This is an optimization exercise on Yosys and OpenROAD, whose aim is small area, not a production implementation.
The RTL of this run was laid out without a check of its function.
No activity file was given, so power comes from the tool's default toggle rates.

==> design/flow/design.v <==
module gen_uart_tr_1602(
	input        reset,
	input        clk,
	input        rx_clk_en,  
	input        tx_clk_en,  
	input  [7:0] din,
	output reg [7:0] dout,
	input        thrl,   
	output reg   pe,
	output reg   fe,
	output reg   oe,
	output reg   thre,
	output reg   dr,
	input        drr,    
	input        crl,    
	input        rx,
	output       tx
);
reg   [1:0] wordlen;      
reg         parity_en;
reg         parity_even;
reg   [7:0] tdr;
reg         tx_start;
reg   [3:0] tx_cnt;
reg         tx_bit_en;
reg  [12:0] tx_sr;
wire        tx_busy = |tx_sr[12:1];
assign      tx = tx_sr[0];
wire        tx_par = ~parity_en | (^tdr ^ ~parity_even);
reg  [11:0] tx_load;
always @(*)
	case (wordlen)
		0: tx_load = {parity_en, 1'b1, tx_par, tdr[7:0], 1'b0};
		1: tx_load = {1'b0, parity_en, 1'b1, tx_par, tdr[6:0], 1'b0};
		2: tx_load = {2'b0, parity_en, 1'b1, tx_par, tdr[5:0], 1'b0};
		default: tx_load = {3'b0, parity_en, 1'b1, tx_par, tdr[4:0], 1'b0};
	endcase
always @(posedge clk) begin
	if (reset) begin
		thre <= 1;
		tx_start <= 0;
		parity_en <= 0;
		parity_even <= 0;
		wordlen <= 0;
		tx_cnt <= 0;
		tx_bit_en <= 0;
		tx_sr <= 13'd1;
	end else begin
		if (crl) {parity_en, parity_even, wordlen} <= {~din[3], din[7], ~din[5], ~din[6]};
		tx_start <= !thrl & !thre & !tx_busy;
		if (thrl) begin
			tdr <= din;
			thre <= 0;
		end else if (!thre & !tx_busy)
			thre <= 1;
		tx_bit_en <= tx_clk_en & (tx_cnt == 4'd0);
		if (tx_clk_en) tx_cnt <= tx_cnt + 1'd1;
		if (tx_start)
			tx_sr[12:1] <= tx_load;
		else if (tx_bit_en & tx_busy)
			tx_sr <= {1'b0, tx_sr[12:1]};
	end
end
reg   [3:0] rx_ph;        
reg         rx_bit_en;
reg   [2:0] rx_filter;
reg         rx_in;        
reg   [7:0] shift_reg;
reg   [3:0] bit_cnt;
reg         parity;
reg   [7:0] rx_next;
always @(*)
	case (wordlen)
		1: rx_next = { 1'd0, shift_reg[7:1] };
		2: rx_next = { 2'd0, shift_reg[7:2] };
		3: rx_next = { 3'd0, shift_reg[7:3] };
		default: rx_next = shift_reg[7:0];
	endcase
wire parity_err = ^rx_next ^ parity ^ ~parity_even;
wire rx_start = bit_cnt == 0 && !rx_in;
always @(posedge clk) begin
	if (reset) begin
		rx_ph <= 0;
		rx_bit_en <= 0;
		rx_filter <= 3'b111;
		rx_in <= 1;
	end else begin
		rx_bit_en <= rx_clk_en & (rx_ph == 4'd7);
		if (rx_start)
			rx_ph <= {3'd0, rx_clk_en};
		else if (rx_clk_en)
			rx_ph <= rx_ph + 1'd1;
		if (rx_clk_en) begin
			rx_filter <= { rx, rx_filter[2:1] };
			if ({ rx, rx_filter } == 4'b0000) rx_in <= 0;
			if ({ rx, rx_filter } == 4'b1111) rx_in <= 1;
		end
	end
end
always @(posedge clk) begin
	if (reset) begin
		pe <= 0;
		fe <= 0;
		oe <= 0;
		dr <= 0;
		bit_cnt <= 0;
		dout <= 0;
		shift_reg <= 0;
	end else begin
		if (drr) begin
			fe <= 0;
			oe <= 0;
			pe <= 0;
			dr <= 0;
		end
		if (rx_start)
			bit_cnt <= 4'd10 - wordlen + parity_en;
		if (rx_bit_en && bit_cnt != 0) begin
			bit_cnt <= bit_cnt - 1'd1;
			if (!(bit_cnt == 2 && parity_en))
				shift_reg <= { rx_in, shift_reg[7:1] };
			if (bit_cnt == 2)
				parity <= rx_in;
			if (bit_cnt == 1) begin
				dr <= 1;
				if (!rx_in) fe <= 1;
				if (dr) oe <= 1;
				dout <= rx_next;
				pe <= parity_err & parity_en;
			end
		end
	end
end
endmodule
module trs80_rs232 (
	input         clk,
	input         reset,
	input   [7:0] cfg,
	input   [2:0] addr,
	input         e8,
	input         in,
	input         out,
	input   [7:0] din,
	output reg [7:0] dout,
	output        oe,
	input         uart_rx,
	input         uart_cts,
	output        uart_tx,
	output reg    uart_rts
);
assign     oe = e8 & !addr[2] & in;
wire       wr = e8 & !addr[2] & out;
wire [7:0] uart_dout;
reg        uart_reset, send_break;
wire       pe, fe, ove, thre, dr, tx;
assign     uart_tx = send_break | tx;
reg  [3:0] tx_baud, rx_baud;
wire       rx_clk_en, tx_clk_en;
always @(*) begin
	case (addr[1:0])
		0: dout = {uart_cts, 3'b000, 3'b111, uart_rx};
		1: dout = ~cfg;
		2: dout = {dr, thre, ove, fe, pe, 3'b111};
		default: dout = uart_dout;
	endcase
end
always @(posedge clk) begin
	uart_reset <= reset | (wr & addr[1:0] == 2'd0);
	if (reset) begin
		{tx_baud, rx_baud} <= 8'd0;
		{send_break, uart_rts} <= 2'b00;
	end else begin
		if (wr & addr[1:0] == 2'd1) {tx_baud, rx_baud} <= din;
		if (wr & addr[1:0] == 2'd2) {send_break, uart_rts} <= {~din[2], din[1]};
	end
end
trs80_rs232_clockdiv rx_clock(clk, reset, rx_baud, rx_clk_en);
trs80_rs232_clockdiv tx_clock(clk, reset, tx_baud, tx_clk_en);
gen_uart_tr_1602 tr_1602(
	.clk(clk),
	.reset(uart_reset),
	.rx_clk_en(rx_clk_en),
	.tx_clk_en(tx_clk_en),
	.din(din),
	.dout(uart_dout),
	.thrl(wr & addr[1:0] == 2'd3),
	.pe(pe),
	.fe(fe),
	.oe(ove),
	.thre(thre),
	.dr(dr),
	.drr(oe & addr[1:0] == 2'd3),
	.crl(wr & addr[1:0] == 2'd2),
	.rx(uart_rx),
	.tx(tx)
);
endmodule
module trs80_rs232_clockdiv (
	input clk,
	input reset,
	input [3:0] div,
	output reg div_en
);
localparam [15:0] V0 = 16'h05b7;
localparam [15:0] V1 = 16'h10d7;
localparam [15:0] V2 = 16'h246e;
localparam [15:0] V3 = 16'ha8b8;
localparam [15:0] V4 = 16'h495f;
localparam [15:0] V5 = 16'h332e;
localparam [15:0] V6 = 16'h2c10;
localparam [15:0] V7 = 16'h8982;
localparam [15:0] V8 = 16'h6345;
localparam [15:0] V9 = 16'h1820;
localparam [15:0] V10 = 16'h071d;
localparam [15:0] V11 = 16'h008f;
localparam [15:0] V12 = 16'h0044;
localparam [15:0] V13 = 16'h0020;
localparam [15:0] V14 = 16'h001d;
localparam [15:0] V15 = 16'h0003;
reg  [15:0] cnt;
wire [15:0] val;
assign val[0] = V0[div];
assign val[1] = V1[div];
assign val[2] = V2[div];
assign val[3] = V3[div];
assign val[4] = V4[div];
assign val[5] = V5[div];
assign val[6] = V6[div];
assign val[7] = V7[div];
assign val[8] = V8[div];
assign val[9] = V9[div];
assign val[10] = V10[div];
assign val[11] = V11[div];
assign val[12] = V12[div];
assign val[13] = V13[div];
assign val[14] = V14[div];
assign val[15] = V15[div];
wire hit = cnt == val;
always @(posedge clk) begin
	div_en <= hit;
	if (reset | hit)
		cnt <= 0;
	else
		cnt <= cnt + 1'd1;
end
endmodule
==> design/flow/run.sh <==
#!/bin/bash
# synth_recipe.tcl (not shown) runs the flow's synth.tcl, then flattens the netlist and writes it again
# the make line also repeats each setting of config.mk as NAME=value (left out here)
make -C /OpenROAD-flow-scripts/flow DESIGN_CONFIG=/design/flow/config.mk WORK_HOME=/design/flow/orfs CLKGATE_MAP_FILE= SYNTH_SCRIPT=/design/flow/synth_recipe.tcl finish
==> design/flow/config.mk <==
export PLATFORM = sky130hd
export DESIGN_NAME = trs80_rs232
export DESIGN_NICKNAME = trs80_rs232
export VERILOG_FILES = /design/flow/design.v
export SDC_FILE = /design/flow/constraint.sdc
export NUM_CORES = 4
export LEC_CHECK = 0
export ABC_AREA = 1
export CAP_MARGIN = 20
export CORE_MARGIN = 2
export CORE_UTILIZATION = 65
export CTS_BUF_LIST = sky130_fd_sc_hd__clkbuf_8
export SLEW_MARGIN = 20
==> design/flow/constraint.sdc <==
create_clock -name core_clock -period 10.0 [get_ports {clk}]
set_input_delay 2.0000 -clock core_clock [delete_from_list [all_inputs] [get_ports {clk}]]
set_output_delay 2.0000 -clock core_clock [all_outputs]
set_load 0.01 [all_outputs]
==> impl_metrics.env <==
export IMPL_rsz0062_at_grt="false"
export IMPL_hold_buffers=0
export IMPL_antenna_found_initial=0
export IMPL_cp_slowest_cell="clkdlybuf4s50_1"
export IMPL_worst_pin_slew_ps=903
export IMPL_ir_worst_vdd_v=0.000120
export IMPL_cts_buffer_depth=2
export IMPL_synth_seq_area_share=0.349
export IMPL_track_usage=0.285
export IMPL_hold_class="reg -> reg"
export IMPL_die_width_um=105
export IMPL_relSlewSlack=0.398
export IMPL_path_class="in -> out"
export IMPL_clock_sinks=111
export IMPL_yosysUniqueCellTypes=50
export IMPL_num_antenna_cells=0
export IMPL_p_per_area_nw_per_um2=115
export IMPL_path_max_fanout=5
export IMPL_drv_cap=0
export IMPL_critPathLaunchType="input pin"
export IMPL_routed_wirelength_mm=15.2
export IMPL_first_global_vias=5998
export IMPL_die_area_sq_um=11000
export IMPL_synth_edf_count=9
export IMPL_total_power_mw=0.830
export IMPL_async_flop_share=0
export IMPL_dp_hpwl_mm=11.3
export IMPL_gp_congestion=0.922
export IMPL_area_delta_synth_final_pct=9.09
export IMPL_clk_pin_slew_ps=100
export IMPL_critPathCaptureType="output pin"
export IMPL_hold_violations=0
export IMPL_grt_max_degree=34
export IMPL_place_ws_ps=4280
export IMPL_status="no timing/DRC/antenna violations"
export IMPL_core_rowCount=36
export IMPL_p_leak_nw=3.01
export IMPL_cts_made_buffers=9
export IMPL_vias=6184
export IMPL_crit_arrival_ps=3730
export IMPL_setup_ws_ps=4270
export IMPL_synthesis_area_sq_um=6620
export IMPL_fin_util=0.735
export IMPL_start_util=0.674
export IMPL_syn_instance_count=960
export IMPL_reg_top3="rx_clock.cnt x16, tx_clock.cnt x16, tr_1602.tx_sr x13"
export IMPL_synth_area_per_cell_sq_um=6.90
export IMPL_cts_setup_buffers=0
export IMPL_final_period_utilization=0.573
export IMPL_yosysWarnings=3
export IMPL_coreArea_sq_um=9820
export IMPL_synth_ff_type="dfxtp_1"
export IMPL_nets=1033
export IMPL_grt_first_pass_wirelength_mm=26.0
export IMPL_drc=0
export IMPL_finalSetupTns_ps=0
export IMPL_hold_slack_ps=468
export IMPL_ctsRootBufferMaster="clkbuf_8"
export IMPL_clock_latency_ps=400
export IMPL_final_antenna_net_count=0
export IMPL_dr_pass1_iters=5
export IMPL_post_cts_resized=0
export IMPL_dpl_cell_count=1104
export IMPL_io_buffers=36
export IMPL_cts_tree="yes"
export IMPL_cp_slowest_stage_delay_ps=560
export IMPL_cp_cell_sequence="clkdlybuf4s50_1, inv_1, nor2_1, inv_1, nor2_1, a221oi_1, o21ai_0, clkdlybuf4s50_1"
export IMPL_final_setup_viol_count=0
export IMPL_skew_ps=13.2
export IMPL_layout_drive_gt1_share=0.0557
export IMPL_synthesis_nets=1011
export IMPL_design_area_sq_um=7220
export IMPL_ys_ff_latch=111
export IMPL_required_ps=8000
export IMPL_pin_count=37
export IMPL_min_period_ps=5730
export IMPL_drtIter0Drc=302
export IMPL_final_cells=1120
export IMPL_globalRoute_totalOverflow=0
export IMPL_cts_max_level=3
export IMPL_place_area_sq_um=7000
export IMPL_via_per_inst=5.52
export IMPL_die_y_um=105
export IMPL_wl_per_cell_um=13.5
export IMPL_slew_viol_final=0
export IMPL_max_freq_mhz=175
## cell type report
class / instances / area [sq um]
multi-input combinational: 694 / 3670
fill: 831 / 2600
sequential: 111 / 2310
inverter: 128 / 482
timing repair buffer: 38 / 375
tap: 133 / 166
clock buffer: 9 / 124
clock inverter: 7 / 95.1
## worst max-delay path, delay by kind of cell
family	cells	cell delay, ps
simple gates	2	280
compound gates	2	140
buf+inv	4	1310
## cells by family after synthesis
kind of cell / after synthesis / synth area share
XOR/XNOR: 45 / 0.0595
adder cells (fa/ha/maj): 25 / 0.0473
AO/OA/AOI/OAI: 165 / 0.142
AND/OR/NAND/NOR: 459 / 0.304
flip-flops: 111 / 0.349
buffers and inverters: 155 / 0.0977
## final timing paths
path                    from         endpoint  slack (ps)  cells past startpoint
min          tr_1602.dout[6]  tr_1602.dout[6]         470                      2
min reg2reg  tr_1602.dout[6]  tr_1602.dout[6]         470                      2
max                  addr[0]          dout[7]        4270                      8
max reg2reg       tx_baud[1]  tx_clock.cnt[2]        7640                     13
## cells in the mapped netlist, drive strengths merged, types with 3 or more instances
library cell / count / area (sq um)
nand2: 231 / 890
inv: 123 / 462
nor2: 105 / 429
dfxtp: 102 / 2040
o21ai: 79 / 414
nand3: 67 / 340
a21oi: 53 / 269
xor2: 35 / 307
ha: 25 / 313
nor3: 20 / 115
clkbuf: 14 / 57.6
nand4: 14 / 87.6
o211ai: 14 / 120
buf: 13 / 108
xnor2: 10 / 87.6
a31oi: 9 / 56.3
edfxtp: 9 / 270
nand3b: 7 / 52.6
clkinv: 5 / 20.0
nor4: 5 / 31.3
or2: 5 / 31.3
nor3b: 3 / 22.5
## where the power goes
group / switching, mW / internal (mW)
sequential: 0.00581 / 0.451
clock: 0.158 / 0.142
combinational: 0.0424 / 0.0309
## routing by layer
layer  wire length, um  global-route usage  vias to the layer above
met5                 0                   0                        -
met4               541               0.145                        0
met3               628              0.0561                       52
met2              7530               0.500                      156
met1              6460               0.327                     2817
li1                  -                   -                     3159
## cell usage in the layout (no fill, tap or decap), types with 9 or more instances in the layout
cell / synthesis / final
nor2_2: 11 / 11
ha_1: 25 / 25
clkdlybuf4s50_1: 0 / 36
dfxtp_1: 102 / 102
a21oi_1: 52 / 52
nor3_1: 17 / 17
o21ai_0: 72 / 72
nor2_1: 93 / 93
nand4_1: 14 / 14
nand2_1: 226 / 226
inv_1: 121 / 121
xor2_1: 35 / 35
xnor2_1: 10 / 10
o211ai_1: 11 / 11
clkbuf_8: 0 / 9
nand3_1: 66 / 66
edfxtp_1: 9 / 9

static timing again, ports no longer ideal:
The results above use ideal ports. As a check the final layout listed here was re-extracted and re-timed, cells and wires unchanged. Step 1: set_driving_cell puts a clkbuf_16 on clk and a buf_2 on each other input, an assumption about the parent block. Step 2 moves the port delays by t, midway between the first and last clock arrival at a register: inputs arrive t later, outputs are due t later. That takes back most of the time a late clock gives input paths. a / b / c = ideal / step 1 / step 2; a / b = the first two.
shift t [ns]: 0.423
slack for setup (ns): 4.273 / 4.238 / 4.238
worst hold slack (ns): 0.468 / 0.468 / 0.468
After both steps setup and hold are still met in this run. For this run, drivers alone change the setup slack by -0.035 ns; drivers and shift together by -0.035 ns.
